This is an optimization exercise on Yosys and OpenROAD, whose aim is small area, a short achievable clock period and few clock cycles per item, not a production implementation. For this run, only the layout was checked, not whether the RTL still works. Power is estimated from default activity; no workload was simulated.

`flow/config.mk`:
```
export PLATFORM = sky130hd
export DESIGN_NAME = kitten_fabric_tile
export DESIGN_NICKNAME = kitten_fabric_tile
export VERILOG_FILES = /design/flow/design.v
export SDC_FILE = /design/flow/constraint.sdc
export NUM_CORES = 4
export LEC_CHECK = 0
export CAP_MARGIN = 40
export CORE_MARGIN = 2
export CORE_UTILIZATION = 55
export CTS_CLUSTER_DIAMETER = 100
export CTS_CLUSTER_SIZE = 30
export SLEW_MARGIN = 60
```
`flow/constraint.sdc`:
```
create_clock -name core_clock -period 14.0 [get_ports {clk}]
set_input_delay 2.8000 -clock core_clock [delete_from_list [all_inputs] [get_ports {clk}]]
set_output_delay 2.8000 -clock core_clock [all_outputs]
set_load 0.01 [all_outputs]
```
`flow/design.v`:
```
`timescale 1ns / 1ps
`default_nettype none
module booth_csa (
    input  wire [7:0]  NEG,
    input  wire [7:0]  ONE,
    input  wire [7:0]  TWO,
    input  wire [16:0] B,
    output wire [32:0] S,
    output wire [32:0] C
);
    wire [17:0] bx  = {B[16], B};
    wire [17:0] bx2 = {B, 1'b0};
    wire [17:0] pp0r = (({18{ONE[0]}} & bx) | ({18{TWO[0]}} & bx2)) ^ {18{NEG[0]}};
    wire [17:0] pp0 = {~pp0r[17], pp0r[16:0]};
    wire [17:0] pp1r = (({18{ONE[1]}} & bx) | ({18{TWO[1]}} & bx2)) ^ {18{NEG[1]}};
    wire [17:0] pp1 = {~pp1r[17], pp1r[16:0]};
    wire [17:0] pp2r = (({18{ONE[2]}} & bx) | ({18{TWO[2]}} & bx2)) ^ {18{NEG[2]}};
    wire [17:0] pp2 = {~pp2r[17], pp2r[16:0]};
    wire [17:0] pp3r = (({18{ONE[3]}} & bx) | ({18{TWO[3]}} & bx2)) ^ {18{NEG[3]}};
    wire [17:0] pp3 = {~pp3r[17], pp3r[16:0]};
    wire [17:0] pp4r = (({18{ONE[4]}} & bx) | ({18{TWO[4]}} & bx2)) ^ {18{NEG[4]}};
    wire [17:0] pp4 = {~pp4r[17], pp4r[16:0]};
    wire [17:0] pp5r = (({18{ONE[5]}} & bx) | ({18{TWO[5]}} & bx2)) ^ {18{NEG[5]}};
    wire [17:0] pp5 = {~pp5r[17], pp5r[16:0]};
    wire [17:0] pp6r = (({18{ONE[6]}} & bx) | ({18{TWO[6]}} & bx2)) ^ {18{NEG[6]}};
    wire [17:0] pp6 = {~pp6r[17], pp6r[16:0]};
    wire [17:0] pp7r = (({18{ONE[7]}} & bx) | ({18{TWO[7]}} & bx2)) ^ {18{NEG[7]}};
    wire [17:0] pp7 = {~pp7r[17], pp7r[16:0]};
    wire hs0 = pp0[10] ^ pp1[8];
    wire hc0 = pp0[10] & pp1[8];
    wire hs1 = pp0[11] ^ pp1[9];
    wire hc1 = pp0[11] & pp1[9];
    wire fs0 = pp0[12] ^ pp1[10] ^ pp2[8];
    wire fc0 = (pp0[12] & pp1[10]) | (pp0[12] & pp2[8]) | (pp1[10] & pp2[8]);
    wire hs2 = pp3[6] ^ pp4[4];
    wire hc2 = pp3[6] & pp4[4];
    wire fs1 = pp0[13] ^ pp1[11] ^ pp2[9];
    wire fc1 = (pp0[13] & pp1[11]) | (pp0[13] & pp2[9]) | (pp1[11] & pp2[9]);
    wire hs3 = pp3[7] ^ pp4[5];
    wire hc3 = pp3[7] & pp4[5];
    wire fs2 = pp0[14] ^ pp1[12] ^ pp2[10];
    wire fc2 = (pp0[14] & pp1[12]) | (pp0[14] & pp2[10]) | (pp1[12] & pp2[10]);
    wire fs3 = pp3[8] ^ pp4[6] ^ pp5[4];
    wire fc3 = (pp3[8] & pp4[6]) | (pp3[8] & pp5[4]) | (pp4[6] & pp5[4]);
    wire hs4 = pp6[2] ^ pp7[0];
    wire hc4 = pp6[2] & pp7[0];
    wire fs4 = pp0[15] ^ pp1[13] ^ pp2[11];
    wire fc4 = (pp0[15] & pp1[13]) | (pp0[15] & pp2[11]) | (pp1[13] & pp2[11]);
    wire fs5 = pp3[9] ^ pp4[7] ^ pp5[5];
    wire fc5 = (pp3[9] & pp4[7]) | (pp3[9] & pp5[5]) | (pp4[7] & pp5[5]);
    wire hs5 = pp6[3] ^ pp7[1];
    wire hc5 = pp6[3] & pp7[1];
    wire fs6 = pp0[16] ^ pp1[14] ^ pp2[12];
    wire fc6 = (pp0[16] & pp1[14]) | (pp0[16] & pp2[12]) | (pp1[14] & pp2[12]);
    wire fs7 = pp3[10] ^ pp4[8] ^ pp5[6];
    wire fc7 = (pp3[10] & pp4[8]) | (pp3[10] & pp5[6]) | (pp4[8] & pp5[6]);
    wire hs6 = pp6[4] ^ pp7[2];
    wire hc6 = pp6[4] & pp7[2];
    wire fs8 = pp0[17] ^ pp1[15] ^ pp2[13];
    wire fc8 = (pp0[17] & pp1[15]) | (pp0[17] & pp2[13]) | (pp1[15] & pp2[13]);
    wire fs9 = pp3[11] ^ pp4[9] ^ pp5[7];
    wire fc9 = (pp3[11] & pp4[9]) | (pp3[11] & pp5[7]) | (pp4[9] & pp5[7]);
    wire hs7 = pp6[5] ^ pp7[3];
    wire hc7 = pp6[5] & pp7[3];
    wire fs10 = pp1[16] ^ pp2[14] ^ pp3[12];
    wire fc10 = (pp1[16] & pp2[14]) | (pp1[16] & pp3[12]) | (pp2[14] & pp3[12]);
    wire fs11 = pp4[10] ^ pp5[8] ^ pp6[6];
    wire fc11 = (pp4[10] & pp5[8]) | (pp4[10] & pp6[6]) | (pp5[8] & pp6[6]);
    wire fs12 = pp1[17] ^ pp2[15] ^ pp3[13];
    wire fc12 = (pp1[17] & pp2[15]) | (pp1[17] & pp3[13]) | (pp2[15] & pp3[13]);
    wire hs8 = pp4[11] ^ pp5[9];
    wire hc8 = pp4[11] & pp5[9];
    wire fs13 = pp2[16] ^ pp3[14] ^ pp4[12];
    wire fc13 = (pp2[16] & pp3[14]) | (pp2[16] & pp4[12]) | (pp3[14] & pp4[12]);
    wire hs9 = pp2[17] ^ pp3[15];
    wire hc9 = pp2[17] & pp3[15];
    wire hs10 = pp0[6] ^ pp1[4];
    wire hc10 = pp0[6] & pp1[4];
    wire hs11 = pp0[7] ^ pp1[5];
    wire hc11 = pp0[7] & pp1[5];
    wire fs14 = pp0[8] ^ pp1[6] ^ pp2[4];
    wire fc14 = (pp0[8] & pp1[6]) | (pp0[8] & pp2[4]) | (pp1[6] & pp2[4]);
    wire hs12 = pp3[2] ^ pp4[0];
    wire hc12 = pp3[2] & pp4[0];
    wire fs15 = pp0[9] ^ pp1[7] ^ pp2[5];
    wire fc15 = (pp0[9] & pp1[7]) | (pp0[9] & pp2[5]) | (pp1[7] & pp2[5]);
    wire hs13 = pp3[3] ^ pp4[1];
    wire hc13 = pp3[3] & pp4[1];
    wire fs16 = pp2[6] ^ pp3[4] ^ pp4[2];
    wire fc16 = (pp2[6] & pp3[4]) | (pp2[6] & pp4[2]) | (pp3[4] & pp4[2]);
    wire fs17 = pp5[0] ^ NEG[5] ^ hs0;
    wire fc17 = (pp5[0] & NEG[5]) | (pp5[0] & hs0) | (NEG[5] & hs0);
    wire fs18 = pp2[7] ^ pp3[5] ^ pp4[3];
    wire fc18 = (pp2[7] & pp3[5]) | (pp2[7] & pp4[3]) | (pp3[5] & pp4[3]);
    wire fs19 = pp5[1] ^ hs1 ^ hc0;
    wire fc19 = (pp5[1] & hs1) | (pp5[1] & hc0) | (hs1 & hc0);
    wire fs20 = pp5[2] ^ pp6[0] ^ NEG[6];
    wire fc20 = (pp5[2] & pp6[0]) | (pp5[2] & NEG[6]) | (pp6[0] & NEG[6]);
    wire fs21 = fs0 ^ hs2 ^ hc1;
    wire fc21 = (fs0 & hs2) | (fs0 & hc1) | (hs2 & hc1);
    wire fs22 = pp5[3] ^ pp6[1] ^ fs1;
    wire fc22 = (pp5[3] & pp6[1]) | (pp5[3] & fs1) | (pp6[1] & fs1);
    wire fs23 = hs3 ^ fc0 ^ hc2;
    wire fc23 = (hs3 & fc0) | (hs3 & hc2) | (fc0 & hc2);
    wire fs24 = NEG[7] ^ fs2 ^ fs3;
    wire fc24 = (NEG[7] & fs2) | (NEG[7] & fs3) | (fs2 & fs3);
    wire fs25 = hs4 ^ fc1 ^ hc3;
    wire fc25 = (hs4 & fc1) | (hs4 & hc3) | (fc1 & hc3);
    wire fs26 = fs4 ^ fs5 ^ hs5;
    wire fc26 = (fs4 & fs5) | (fs4 & hs5) | (fs5 & hs5);
    wire fs27 = fc2 ^ fc3 ^ hc4;
    wire fc27 = (fc2 & fc3) | (fc2 & hc4) | (fc3 & hc4);
    wire fs28 = fs6 ^ fs7 ^ hs6;
    wire fc28 = (fs6 & fs7) | (fs6 & hs6) | (fs7 & hs6);
    wire fs29 = fc4 ^ fc5 ^ hc5;
    wire fc29 = (fc4 & fc5) | (fc4 & hc5) | (fc5 & hc5);
    wire fs30 = fs8 ^ fs9 ^ hs7;
    wire fc30 = (fs8 & fs9) | (fs8 & hs7) | (fs9 & hs7);
    wire fs31 = fc6 ^ fc7 ^ hc6;
    wire fc31 = (fc6 & fc7) | (fc6 & hc6) | (fc7 & hc6);
    wire fs32 = pp7[4] ^ fs10 ^ fs11;
    wire fc32 = (pp7[4] & fs10) | (pp7[4] & fs11) | (fs10 & fs11);
    wire fs33 = fc8 ^ fc9 ^ hc7;
    wire fc33 = (fc8 & fc9) | (fc8 & hc7) | (fc9 & hc7);
    wire fs34 = pp6[7] ^ pp7[5] ^ fs12;
    wire fc34 = (pp6[7] & pp7[5]) | (pp6[7] & fs12) | (pp7[5] & fs12);
    wire fs35 = hs8 ^ fc10 ^ fc11;
    wire fc35 = (hs8 & fc10) | (hs8 & fc11) | (fc10 & fc11);
    wire fs36 = pp5[10] ^ pp6[8] ^ pp7[6];
    wire fc36 = (pp5[10] & pp6[8]) | (pp5[10] & pp7[6]) | (pp6[8] & pp7[6]);
    wire fs37 = fs13 ^ fc12 ^ hc8;
    wire fc37 = (fs13 & fc12) | (fs13 & hc8) | (fc12 & hc8);
    wire fs38 = pp4[13] ^ pp5[11] ^ pp6[9];
    wire fc38 = (pp4[13] & pp5[11]) | (pp4[13] & pp6[9]) | (pp5[11] & pp6[9]);
    wire fs39 = pp7[7] ^ hs9 ^ fc13;
    wire fc39 = (pp7[7] & hs9) | (pp7[7] & fc13) | (hs9 & fc13);
    wire fs40 = pp3[16] ^ pp4[14] ^ pp5[12];
    wire fc40 = (pp3[16] & pp4[14]) | (pp3[16] & pp5[12]) | (pp4[14] & pp5[12]);
    wire fs41 = pp6[10] ^ pp7[8] ^ hc9;
    wire fc41 = (pp6[10] & pp7[8]) | (pp6[10] & hc9) | (pp7[8] & hc9);
    wire fs42 = pp3[17] ^ pp4[15] ^ pp5[13];
    wire fc42 = (pp3[17] & pp4[15]) | (pp3[17] & pp5[13]) | (pp4[15] & pp5[13]);
    wire hs14 = pp6[11] ^ pp7[9];
    wire hc14 = pp6[11] & pp7[9];
    wire fs43 = pp4[16] ^ pp5[14] ^ pp6[12];
    wire fc43 = (pp4[16] & pp5[14]) | (pp4[16] & pp6[12]) | (pp5[14] & pp6[12]);
    wire hs15 = pp4[17] ^ pp5[15];
    wire hc15 = pp4[17] & pp5[15];
    wire hs16 = pp0[4] ^ pp1[2];
    wire hc16 = pp0[4] & pp1[2];
    wire hs17 = pp0[5] ^ pp1[3];
    wire hc17 = pp0[5] & pp1[3];
    wire fs44 = pp2[2] ^ pp3[0] ^ NEG[3];
    wire fc44 = (pp2[2] & pp3[0]) | (pp2[2] & NEG[3]) | (pp3[0] & NEG[3]);
    wire fs45 = pp2[3] ^ pp3[1] ^ hs11;
    wire fc45 = (pp2[3] & pp3[1]) | (pp2[3] & hs11) | (pp3[1] & hs11);
    wire fs46 = NEG[4] ^ fs14 ^ hs12;
    wire fc46 = (NEG[4] & fs14) | (NEG[4] & hs12) | (fs14 & hs12);
    wire fs47 = fs15 ^ hs13 ^ fc14;
    wire fc47 = (fs15 & hs13) | (fs15 & fc14) | (hs13 & fc14);
    wire fs48 = fs16 ^ fs17 ^ fc15;
    wire fc48 = (fs16 & fs17) | (fs16 & fc15) | (fs17 & fc15);
    wire fs49 = fs18 ^ fs19 ^ fc16;
    wire fc49 = (fs18 & fs19) | (fs18 & fc16) | (fs19 & fc16);
    wire fs50 = fs20 ^ fs21 ^ fc18;
    wire fc50 = (fs20 & fs21) | (fs20 & fc18) | (fs21 & fc18);
    wire fs51 = fs22 ^ fs23 ^ fc20;
    wire fc51 = (fs22 & fs23) | (fs22 & fc20) | (fs23 & fc20);
    wire fs52 = fs24 ^ fs25 ^ fc22;
    wire fc52 = (fs24 & fs25) | (fs24 & fc22) | (fs25 & fc22);
    wire fs53 = fs26 ^ fs27 ^ fc24;
    wire fc53 = (fs26 & fs27) | (fs26 & fc24) | (fs27 & fc24);
    wire fs54 = fs28 ^ fs29 ^ fc26;
    wire fc54 = (fs28 & fs29) | (fs28 & fc26) | (fs29 & fc26);
    wire fs55 = fs30 ^ fs31 ^ fc28;
    wire fc55 = (fs30 & fs31) | (fs30 & fc28) | (fs31 & fc28);
    wire fs56 = fs32 ^ fs33 ^ fc30;
    wire fc56 = (fs32 & fs33) | (fs32 & fc30) | (fs33 & fc30);
    wire fs57 = fs34 ^ fs35 ^ fc32;
    wire fc57 = (fs34 & fs35) | (fs34 & fc32) | (fs35 & fc32);
    wire fs58 = fs36 ^ fs37 ^ fc34;
    wire fc58 = (fs36 & fs37) | (fs36 & fc34) | (fs37 & fc34);
    wire fs59 = fs38 ^ fs39 ^ fc36;
    wire fc59 = (fs38 & fs39) | (fs38 & fc36) | (fs39 & fc36);
    wire fs60 = fs40 ^ fs41 ^ fc38;
    wire fc60 = (fs40 & fs41) | (fs40 & fc38) | (fs41 & fc38);
    wire fs61 = fs42 ^ hs14 ^ fc40;
    wire fc61 = (fs42 & hs14) | (fs42 & fc40) | (hs14 & fc40);
    wire fs62 = pp7[10] ^ fs43 ^ fc42;
    wire fc62 = (pp7[10] & fs43) | (pp7[10] & fc42) | (fs43 & fc42);
    wire fs63 = pp6[13] ^ pp7[11] ^ hs15;
    wire fc63 = (pp6[13] & pp7[11]) | (pp6[13] & hs15) | (pp7[11] & hs15);
    wire fs64 = pp5[16] ^ pp6[14] ^ pp7[12];
    wire fc64 = (pp5[16] & pp6[14]) | (pp5[16] & pp7[12]) | (pp6[14] & pp7[12]);
    wire hs18 = pp5[17] ^ pp6[15];
    wire hc18 = pp5[17] & pp6[15];
    wire hs19 = pp0[2] ^ pp1[0];
    wire hc19 = pp0[2] & pp1[0];
    wire hs20 = pp0[3] ^ pp1[1];
    wire hc20 = pp0[3] & pp1[1];
    wire fs65 = pp2[0] ^ NEG[2] ^ hs16;
    wire fc65 = (pp2[0] & NEG[2]) | (pp2[0] & hs16) | (NEG[2] & hs16);
    wire fs66 = pp2[1] ^ hs17 ^ hc16;
    wire fc66 = (pp2[1] & hs17) | (pp2[1] & hc16) | (hs17 & hc16);
    wire fs67 = hs10 ^ fs44 ^ hc17;
    wire fc67 = (hs10 & fs44) | (hs10 & hc17) | (fs44 & hc17);
    wire fs68 = hc10 ^ fs45 ^ fc44;
    wire fc68 = (hc10 & fs45) | (hc10 & fc44) | (fs45 & fc44);
    wire fs69 = hc11 ^ fs46 ^ fc45;
    wire fc69 = (hc11 & fs46) | (hc11 & fc45) | (fs46 & fc45);
    wire fs70 = hc12 ^ fs47 ^ fc46;
    wire fc70 = (hc12 & fs47) | (hc12 & fc46) | (fs47 & fc46);
    wire fs71 = hc13 ^ fs48 ^ fc47;
    wire fc71 = (hc13 & fs48) | (hc13 & fc47) | (fs48 & fc47);
    wire fs72 = fc17 ^ fs49 ^ fc48;
    wire fc72 = (fc17 & fs49) | (fc17 & fc48) | (fs49 & fc48);
    wire fs73 = fc19 ^ fs50 ^ fc49;
    wire fc73 = (fc19 & fs50) | (fc19 & fc49) | (fs50 & fc49);
    wire fs74 = fc21 ^ fs51 ^ fc50;
    wire fc74 = (fc21 & fs51) | (fc21 & fc50) | (fs51 & fc50);
    wire fs75 = fc23 ^ fs52 ^ fc51;
    wire fc75 = (fc23 & fs52) | (fc23 & fc51) | (fs52 & fc51);
    wire fs76 = fc25 ^ fs53 ^ fc52;
    wire fc76 = (fc25 & fs53) | (fc25 & fc52) | (fs53 & fc52);
    wire fs77 = fc27 ^ fs54 ^ fc53;
    wire fc77 = (fc27 & fs54) | (fc27 & fc53) | (fs54 & fc53);
    wire fs78 = fc29 ^ fs55 ^ fc54;
    wire fc78 = (fc29 & fs55) | (fc29 & fc54) | (fs55 & fc54);
    wire fs79 = fc31 ^ fs56 ^ fc55;
    wire fc79 = (fc31 & fs56) | (fc31 & fc55) | (fs56 & fc55);
    wire fs80 = fc33 ^ fs57 ^ fc56;
    wire fc80 = (fc33 & fs57) | (fc33 & fc56) | (fs57 & fc56);
    wire fs81 = fc35 ^ fs58 ^ fc57;
    wire fc81 = (fc35 & fs58) | (fc35 & fc57) | (fs58 & fc57);
    wire fs82 = fc37 ^ fs59 ^ fc58;
    wire fc82 = (fc37 & fs59) | (fc37 & fc58) | (fs59 & fc58);
    wire fs83 = fc39 ^ fs60 ^ fc59;
    wire fc83 = (fc39 & fs60) | (fc39 & fc59) | (fs60 & fc59);
    wire fs84 = fc41 ^ fs61 ^ fc60;
    wire fc84 = (fc41 & fs61) | (fc41 & fc60) | (fs61 & fc60);
    wire fs85 = hc14 ^ fs62 ^ fc61;
    wire fc85 = (hc14 & fs62) | (hc14 & fc61) | (fs62 & fc61);
    wire fs86 = fc43 ^ fs63 ^ fc62;
    wire fc86 = (fc43 & fs63) | (fc43 & fc62) | (fs63 & fc62);
    wire fs87 = hc15 ^ fs64 ^ fc63;
    wire fc87 = (hc15 & fs64) | (hc15 & fc63) | (fs64 & fc63);
    wire fs88 = pp7[13] ^ hs18 ^ fc64;
    wire fc88 = (pp7[13] & hs18) | (pp7[13] & fc64) | (hs18 & fc64);
    wire fs89 = pp6[16] ^ pp7[14] ^ hc18;
    wire fc89 = (pp6[16] & pp7[14]) | (pp6[16] & hc18) | (pp7[14] & hc18);
    wire hs21 = pp6[17] ^ pp7[15];
    wire hc21 = pp6[17] & pp7[15];
    assign S = {1'b0, pp7[17], pp7[16], hs21, fs89, fs88, fs87, fs86, fs85, fs84, fs83, fs82, fs81, fs80, fs79, fs78, fs77, fs76, fs75, fs74, fs73, fs72, fs71, fs70, fs69, fs68, fs67, fs66, fs65, hs20, NEG[1], pp0[1], pp0[0]};
    assign C = {1'b0, 1'b0, hc21, fc89, fc88, fc87, fc86, fc85, fc84, fc83, fc82, fc81, fc80, fc79, fc78, fc77, fc76, fc75, fc74, fc73, fc72, fc71, fc70, fc69, fc68, fc67, fc66, fc65, hc20, hc19, hs19, 1'b0, NEG[0]};
endmodule
`default_nettype wire
`timescale 1ns / 1ps
`default_nettype none
module kitten_fabric_tile #(
    parameter N_PRE       = 4096,
    parameter N_POST      = 4096,
    parameter ADDRW_PRE   = 13,
    parameter ADDRW_CSR   = 18,
    parameter ADDRW_POST  = 12,
    parameter PACK_WIDTH  = 8,
    parameter BRAM_DELAY  = 1
) (
    input  wire                  clk,
    input  wire                  rst,
    input  wire                  i_step_start,
    input  wire                  i_proj_done,
    output wire                  o_step_done,
    input  wire                  i_pre_spike_valid,
    input  wire [15:0]           i_pre_spike_idx,
    input  wire                  i_pre_spike,
    output wire                  o_pre_spike_ready,
    output wire                  o_post_spike_valid,
    output wire [PACK_WIDTH-1:0] o_post_spike_data,
    input  wire                  i_post_spike_ready,
    output wire [ADDRW_PRE-1:0]  o_indptr_addr,
    input  wire [31:0]           i_indptr_data,
    output wire [ADDRW_CSR-1:0]  o_indices_addr,
    input  wire [31:0]           i_indices_data,
    output wire [ADDRW_CSR-1:0]  o_values_addr,
    input  wire [15:0]           i_values_q_data,
    input  wire [15:0]           i_scale_q,
    output wire [ADDRW_POST-1:0] o_I_addr,
    output wire                  o_I_we,
    output wire [31:0]           o_I_din,
    input  wire [31:0]           i_I_dout,
    output wire [ADDRW_POST-1:0] o_v_addr,
    output wire                  o_v_we,
    output wire [31:0]           o_v_din,
    input  wire [31:0]           i_v_dout,
    input  wire [15:0]           i_alpha,
    input  wire [15:0]           i_v_th
);
    localparam [1:0] F_IDLE = 2'd0;    
    localparam [1:0] F_P0   = 2'd1;    
    localparam [1:0] F_P1   = 2'd2;    
    localparam [1:0] F_IT   = 2'd3;    
    reg         proj, pop, done;    
    reg  [1:0]  fe;
    reg         ph;
    reg         rdy;
    reg  [12:0] pa;          
    reg  [18:0] k;           
    reg  [18:0] kend;        
    reg         sp;          
    reg         izero;       
    reg  [2:0]  ev;          
    reg  [3:0]  sv;          
    reg  [7:0]  NEG, ONE, TWO;    
    reg  [16:0] B;           
    reg  [15:0] vh;
    reg  [31:0] S, C;        
    reg         c14;         
    reg         phm, phs, phc, phd, phe;    
    reg  [31:0] rd;          
    reg  [31:0] acc;
    reg  [31:0] D;           
    reg  [11:0] AD;          
    reg  [11:0] aw;          
    reg         I_we, v_we;
    reg  [8:0]  pk;          
    reg  [7:0]  ow;
    reg         owv;
    reg         pdv;         
    wire idle = !(proj || pop || done);
    assign o_step_done        = done;
    assign o_pre_spike_ready  = rdy;
    assign o_post_spike_valid = owv;
    assign o_post_spike_data  = ow;
    assign o_indptr_addr      = pa;
    assign o_indices_addr     = k[17:0];
    assign o_values_addr      = k[17:0];
    assign o_I_addr           = AD;
    assign o_v_addr           = AD;
    assign o_I_we             = I_we;
    assign o_v_we             = v_we;
    assign o_I_din            = izero ? 32'd0 : D;
    assign o_v_din            = D;
    wire [18:0] k1       = k + 19'd1;
    wire        hasr     = (k != kend);
    wire        lastr    = (k1 == kend);
    wire        issue    = !ph && ((fe == F_P1) || ((fe == F_IT) && hasr));
    wire        kill     = (fe == F_IT) && ph && sp && !hasr;
    wire        acc_ev   = i_pre_spike_valid && rdy &&
                           (proj || (idle && i_step_start));
    wire        proj_idle = (fe == F_IDLE) && !(|ev) && !I_we;
    wire        go_pop    = proj && proj_idle && pdv;
    wire [32:0] s_n, c_n;
    booth_csa u_mul (.NEG(NEG), .ONE(ONE), .TWO(TWO), .B(B), .S(s_n), .C(c_n));
    wire [15:0] a_in = pop ? i_alpha : i_values_q_data;
    wire [16:0] a_x  = {a_in, 1'b0};
    reg  [7:0]  neg_n, one_n, two_n;
    integer q;
    always @(*) begin
        for (q = 0; q < 8; q = q + 1) begin
            neg_n[q] = a_x[2*q+2] & ~(a_x[2*q+1] & a_x[2*q]);
            one_n[q] = a_x[2*q+1] ^ a_x[2*q];
            two_n[q] = (a_x[2*q+2] & ~a_x[2*q+1] & ~a_x[2*q]) |
                       (~a_x[2*q+2] & a_x[2*q+1] & a_x[2*q]);
        end
    end
    wire [14:0] c14_t = {1'b0, s_n[13:0]} + {1'b0, c_n[13:0]};
    wire [31:0] ys    = S;
    wire [31:0] yc    = C;
    wire [31:0] kc    = phm ? (32'd0 - 32'd174760) : (32'd0 - (32'd21845 << 19));
    wire [31:0] xo    = phm ? rd : acc;
    wire [31:0] sum   = xo + kc + ys + yc + {31'd0, phm & c14};
    wire [31:0] th    = {{16{kend[15]}}, kend[15:0]};
    wire [32:0] dif33 = {acc[31], acc} - {th[31], th};
    wire [31:0] dif   = dif33[31:0];
    wire        spk   = !dif33[32];
    wire [31:0] vnew  = spk ? dif : acc;
    wire        fwd   = !pop && I_we && (AD == aw);
    wire        rd_issue = !k[12] && !((k[2:0] == 3'd7) && owv);
    always @(posedge clk or posedge rst) begin
        if (rst) begin
            proj <= 1'b0;
            pop  <= 1'b0;
            done <= 1'b0;
            fe   <= F_IDLE;
            ph   <= 1'b0;
            phm  <= 1'b0;
            phs  <= 1'b0;
            phc  <= 1'b0;
            phd  <= 1'b0;
            phe  <= 1'b0;
            rdy  <= 1'b1;
            sp   <= 1'b0;
            izero <= 1'b0;
            ev   <= 3'd0;
            sv   <= 4'd0;
            I_we <= 1'b0;
            v_we <= 1'b0;
            owv  <= 1'b0;
            pdv  <= 1'b0;
        end else begin
            pdv <= i_proj_done && !i_pre_spike_valid;
            ph  <= !ph;
            phm <= !phm;
            phs <= !phs;
            phc <= !phc;
            phd <= !phd;
            phe <= !phe;
            ev <= {ev[1], ev[0] && !kill, issue};
            if (idle && i_step_start) proj <= 1'b1;
            if (go_pop) begin
                proj <= 1'b0;
                pop  <= 1'b1;
            end
            if (pop && k[12] && !(|sv) && !v_we && !owv) begin
                pop  <= 1'b0;
                done <= 1'b1;
            end
            if (done && !i_step_start) done <= 1'b0;
            izero <= pop || go_pop;
            case (fe)
                F_P0: fe <= F_P1;
                F_P1: begin
                    fe <= F_IT;
                    sp <= !ph;
                end
                F_IT: begin
                    if (!ph) begin
                        if (rdy) fe <= F_IDLE;
                    end else begin
                        sp <= 1'b0;
                        if (!hasr || (sp && lastr)) begin
                            fe  <= F_IDLE;
                            rdy <= 1'b1;
                        end else if (lastr && !sp) begin
                            rdy <= 1'b1;
                        end
                    end
                end
                default: ;
            endcase
            if (acc_ev) begin
                if (i_pre_spike) begin
                    fe  <= F_P0;
                    rdy <= 1'b0;
                end else begin
                    fe  <= F_IDLE;
                end
            end
            if (pop) begin
                if (ph) begin
                    I_we <= rd_issue;
                    v_we <= 1'b0;
                    sv   <= {sv[2:0], rd_issue};
                    if (sv[2]) begin
                        if (pk[1]) owv <= 1'b1;
                    end
                end else begin
                    I_we <= 1'b0;
                    v_we <= sv[3];
                end
            end else begin
                I_we <= ph ? ev[2] : 1'b0;
                v_we <= 1'b0;
                sv   <= 4'd0;
            end
            if (owv && i_post_spike_ready) owv <= 1'b0;
        end
    end
    always @(posedge clk) begin
        pa <= (fe == F_P0) ? pa + 13'd1 : i_pre_spike_idx[12:0];
        if (go_pop)
            k <= 19'd0;
        else if (pop) begin
            if (ph && rd_issue) k <= k1;
        end else if (fe == F_P0)
            k <= i_indptr_data[18:0];
        else if ((fe == F_IT) && (ph ? (sp && hasr) : hasr))
            k <= k1;
        if (pop)
            kend <= {3'd0, i_v_th};
        else if (fe == F_P1)
            kend <= i_indptr_data[18:0];
        if (!phe) begin
            NEG <= neg_n;
            ONE <= one_n;
            TWO <= two_n;
        end
        if (pop) B <= phd ? {1'b0, i_v_dout[15:0]} : {vh[15], vh};
        else     B <= {1'b0, i_scale_q};
        vh <= i_v_dout[31:16];
        S  <= phs ? {s_n[29:0], 2'b00} : {13'd0, s_n[32:14]};
        c14 <= c14_t[14];
        C  <= phc ? {c_n[29:0], 2'b00} : {13'd0, c_n[32:14]};
        if (pop ? phd : !phd) rd <= fwd ? D : i_I_dout;
        acc <= sum;
        if (phd) D <= pop ? vnew : sum;
        if (pop) begin
            if (ph) begin
                AD <= k[11:0];
            end else begin
                AD <= aw;
                if (sv[3]) aw <= aw + 12'd1;
            end
        end else begin
            if (ph) begin
                AD <= aw;
                aw <= AD;
            end else begin
                AD <= i_indices_data[11:0];
            end
            if (go_pop) aw <= 12'd0;
        end
        if (!pop) pk <= 9'h100;
        else if (ph && sv[2]) begin
            if (pk[1]) begin
                ow <= {spk, pk[8:2]};
                pk <= 9'h100;
            end else begin
                pk <= {spk, pk[8:1]};
            end
        end
    end
endmodule
`default_nettype wire
```
`flow/flow/run.sh`:
```
#!/bin/bash
# Standard layout with plain buffers on the ports; timing repair aims
# SETUP_MARGIN ns beyond the clock period.
set -o pipefail
export BUFFER_PORTS_ARGS="-buffer_cell sky130_fd_sc_hd__buf_1"
bash standard.sh SETUP_SLACK_MARGIN=9.5 finish 2>&1 | tee standard_flow.log
```
`flow/standard.sh`:
```
#!/bin/bash
# synth_recipe.tcl (not shown) runs the flow's synth.tcl, then flattens the netlist and writes it again
# the make line also repeats each setting of config.mk as NAME=value (left out here)
make -C /OpenROAD-flow-scripts/flow DESIGN_CONFIG=/design/flow/config.mk WORK_HOME=/design/flow/orfs CLKGATE_MAP_FILE= SYNTH_SCRIPT=/design/flow/synth_recipe.tcl "${@:-finish}"
```
==> qor.csv <==
metric,value,unit
placed instance count,3429,
final setup fails,0,
post-synthesis register bit count,334,
gpl congestion,0.910,
Post-Route Utilization,60.6,%
latest clock arrival within the worst-skew pair,0.55,ns
vias in the first global route,19400,
crit path from,izero$_DFF_PP0_,
number of synthesized flops with an enable pin,124,
Tmin final,4.48,ns
# rows,78,
Mapped Area,0.0251,mm2
detailed-route vias per instance,5.79,
I/O Buffers,328,
fillers,4086,
ys flop type,dfxtp_1,
layout cells sized above 1,8.86,%
GR Util All Layers,30.0,%
period utilisation layout,32.0,%
synthesized instance count,2679,
first-pass GRT wire length,111000,um
maximum vdd drop,0.132,mV
Worst-Margin Slew,0.579,ns
io pins,365,
total power,5.06,mW
CTS tree,yes,
H-Tree Depth,1,
cts hold-fix bufs,0,
leakage,11.4,nW
Final ANT Viol Nets,0,
Yosys top cell by area,edfxtp_1,
YS warnings,1,
CP Launch Type,flop,
"critical path fanouts, max",17,
skew final,0.0337,ns
Worst Hold Class,flop to flop,
Synth Net Count,3153,
clock transition at the registers of the reported paths,0.10,ns
"Cell Count, Final, Fillers Out",3478,
Sum Neg Setup Slack,0,ns
r2r endpoint,c14$_DFF_P_,
P&R area growth vs syn,9.27,%
Die W,218,um
Fmax,223,MHz
status,timing/DRC/antenna clean,
CP endpoint kind,output port,
Hold Path Sink,ev[2]$_DFF_PP0_,
most frequent cells in the layout,"buf_1, inv_1, dfxtp_1",
min-delay src,ev[1]$_DFF_PP0_,
post-synth top area share,14.8,%
GR Overflow Total,0,
Num Clock Sinks,334,
Via Count,20100,
Unique masters post-synth,87,
Syn Area/Cell,9.38,um2
Synth async-reset ratio,7.49,%
clock buffer depth,3,
WP data required,11.20,ns
max_cap viols,0,
initial antenna violation count,1,
DP HPWL,54300,um
"Hold Vio Cnt, Final",0,
power per cell area,184,mW/mm2
Pins Over Slew Limit,0,
Max-slew headroom,61.2,%
Arrival @ worst endpoint,1.68,ns
drt first-iter violations,1624,
"commonest non-fill, non-tap cell in the layout",buf_1,
Die Span Y,218,um
core area,0.0453,mm2
ranking of synthesized cells by area,"edfxtp_1, dfxtp_1, fa_1, ha_1, xnor2_1",
total CTS buffers,18,
Post-route DRC,0,
WS Path Type,flop to output port,
DIE AREA,0.0474,mm2
Reg2Reg Setup Slack,9.55,ns
CTS Root Buffer Type,clkbuf_16,
unrepaired setup endpoints after global routing,true,
Register-to-Register Path Depth,16,
Nets,3339,
Routed wire per std cell,20.8,um
initial core utilization,55.5,%
Post-Route WL,72200,um
DR pass1 iterations,6,
largest net degree at the start of global routing,76,
worst flop-to-flop path startpoint,ONE[2]$_DFFE_PN_,
worst hold stages,0,
post-synthesis sequential area ratio,32.1,%
kinds of logic after synthesis:
| group | Yosys count | synth area share [%] |
|---|---|---|
| compound gates | 559 | 14.7 |
| xor+xnor | 255 | 8.89 |
| fa+ha+maj | 259 | 16.9 |
| buf+inv | 511 | 8.61 |
| flops | 334 | 32.1 |
| mux | 168 | 7.13 |
| simple gates | 593 | 11.7 |
power by group:
group	internal, mW	switching (mW)
Clock	0.274	0.376
Combinational	1.24	1.81
Sequential	1.22	0.139
Total	2.73	2.32
synth_stat cells, drive strengths merged (10+ instances only):
cell type / instances
nand2: 167
ha: 126
inv: 282
mux2: 87
nor2: 146
mux2i: 81
nor2b: 60
xor2: 100
clkbuf: 137
a21o: 26
a31oi: 24
buf: 92
a21oi: 127
nand4: 21
and2: 29
dfxtp: 185
o21a: 16
fa: 133
o21ai: 108
o31ai: 10
o211ai: 17
dfrtp: 24
a211oi: 26
nor3b: 13
a22oi: 131
nor4: 14
nor3: 30
nand3: 61
edfxtp: 124
and3: 14
xnor2: 155
stage by stage:
stage                     area [um2]  setup slack, ns  hold slack, ns
final                          27500             9.52           0.403
after global routing           27500             9.43           0.414
after floorplan                25100             9.53           0.354
after global placement         26200             8.87           0.368
after CTS                      27300             9.46           0.404
after detailed placement       26500             9.24           0.375
registers in the layout (all words and copies together), names as in the netlist, 3 cells and up:
name and flops:
kend 19, C 32, vh 16, k 19, TWO 8, acc 32, S 32, pa 13
ONE 8, rd 32, AD 12, B 17, ow 8, ev 3, D 32, sv 4
aw 12, NEG 8, pk 8
timing repair:
| item | CTS | global route |
|---|---|---|
| cloned | 1 | 0 |
| pin swaps | 1 | 5 |
| setup buffers | 8 | 5 |
| resized for setup | 10 | 14 |
| endpoints found under the setup margin | 15 | 12 |
how the worst max path moves through the flow:
stage                           end  slack (ns)  depth (start not counted)
finish                  o_I_din[23]        9.52                          3
global route            c14$_DFF_P_        9.43                         16
CTS                     c14$_DFF_P_        9.46                         16
detailed placement  D[25]$_DFFE_PP_        9.24                         14
global placement    D[25]$_DFFE_PP_        8.87                         14
floorplan               c14$_DFF_P_        9.53                         15
critical path, cell delays in order (launching register included):
cell and delay, ns:
dfrtp_4 0.62, buf_8 0.22, nor2b_1 0.12, buf_1 0.16
per-layer routing:
layer  vias to the layer above  share of wire [%]  track usage, %
met3                       112                6.0            3.32
met2                       761                 48            50.0
met5                         -                  0               0
met4                         0                2.4            7.89
met1                      9761                 44            41.7
li1                       9507                  -               -
layout make-up:
| type | count | area (um2) | area share, % |
|---|---|---|---|
| Sequential cell | 334 | 8080 | 29.4 |
| Inverter | 282 | 1070 | 3.89 |
| Clock buffer | 24 | 494 | 1.80 |
| Tap cell | 600 | 751 | 2.73 |
| Antenna cell | 1 | 2.50 | 0.00911 |
| Multi-Input combinational cell | 1834 | 15100 | 54.9 |
| Clock inverter | 8 | 148 | 0.538 |
| Timing Repair Buffer | 395 | 1850 | 6.75 |

==> port drivers added, routing unchanged <==
Ports are ideal in the flow. The routed layout listed here was re-timed in OpenROAD.
Step 1: set_driving_cell puts a clkbuf_16 on clk and a buf_2 on each other input, an assumption about the parent block.
Step 2 times the ports against the registers' clock, not the clock port: input delays grow and output delays shrink by t, the midpoint of the rising clock arrivals with the driver on.
a / b / c = ideal / step 1 / step 2; a / b = the first two.
t, ns: 0.603
slack for setup (ns): 9.522 / 9.461 / 9.547
hold WS [ns]: 0.403 / 0.403 / 0.403
worst slew at a driven data input, ns: 0.07
After both steps this run still meets setup and hold. The setup slack of this run moves by -0.061 ns with the drivers and by +0.025 ns with both steps.
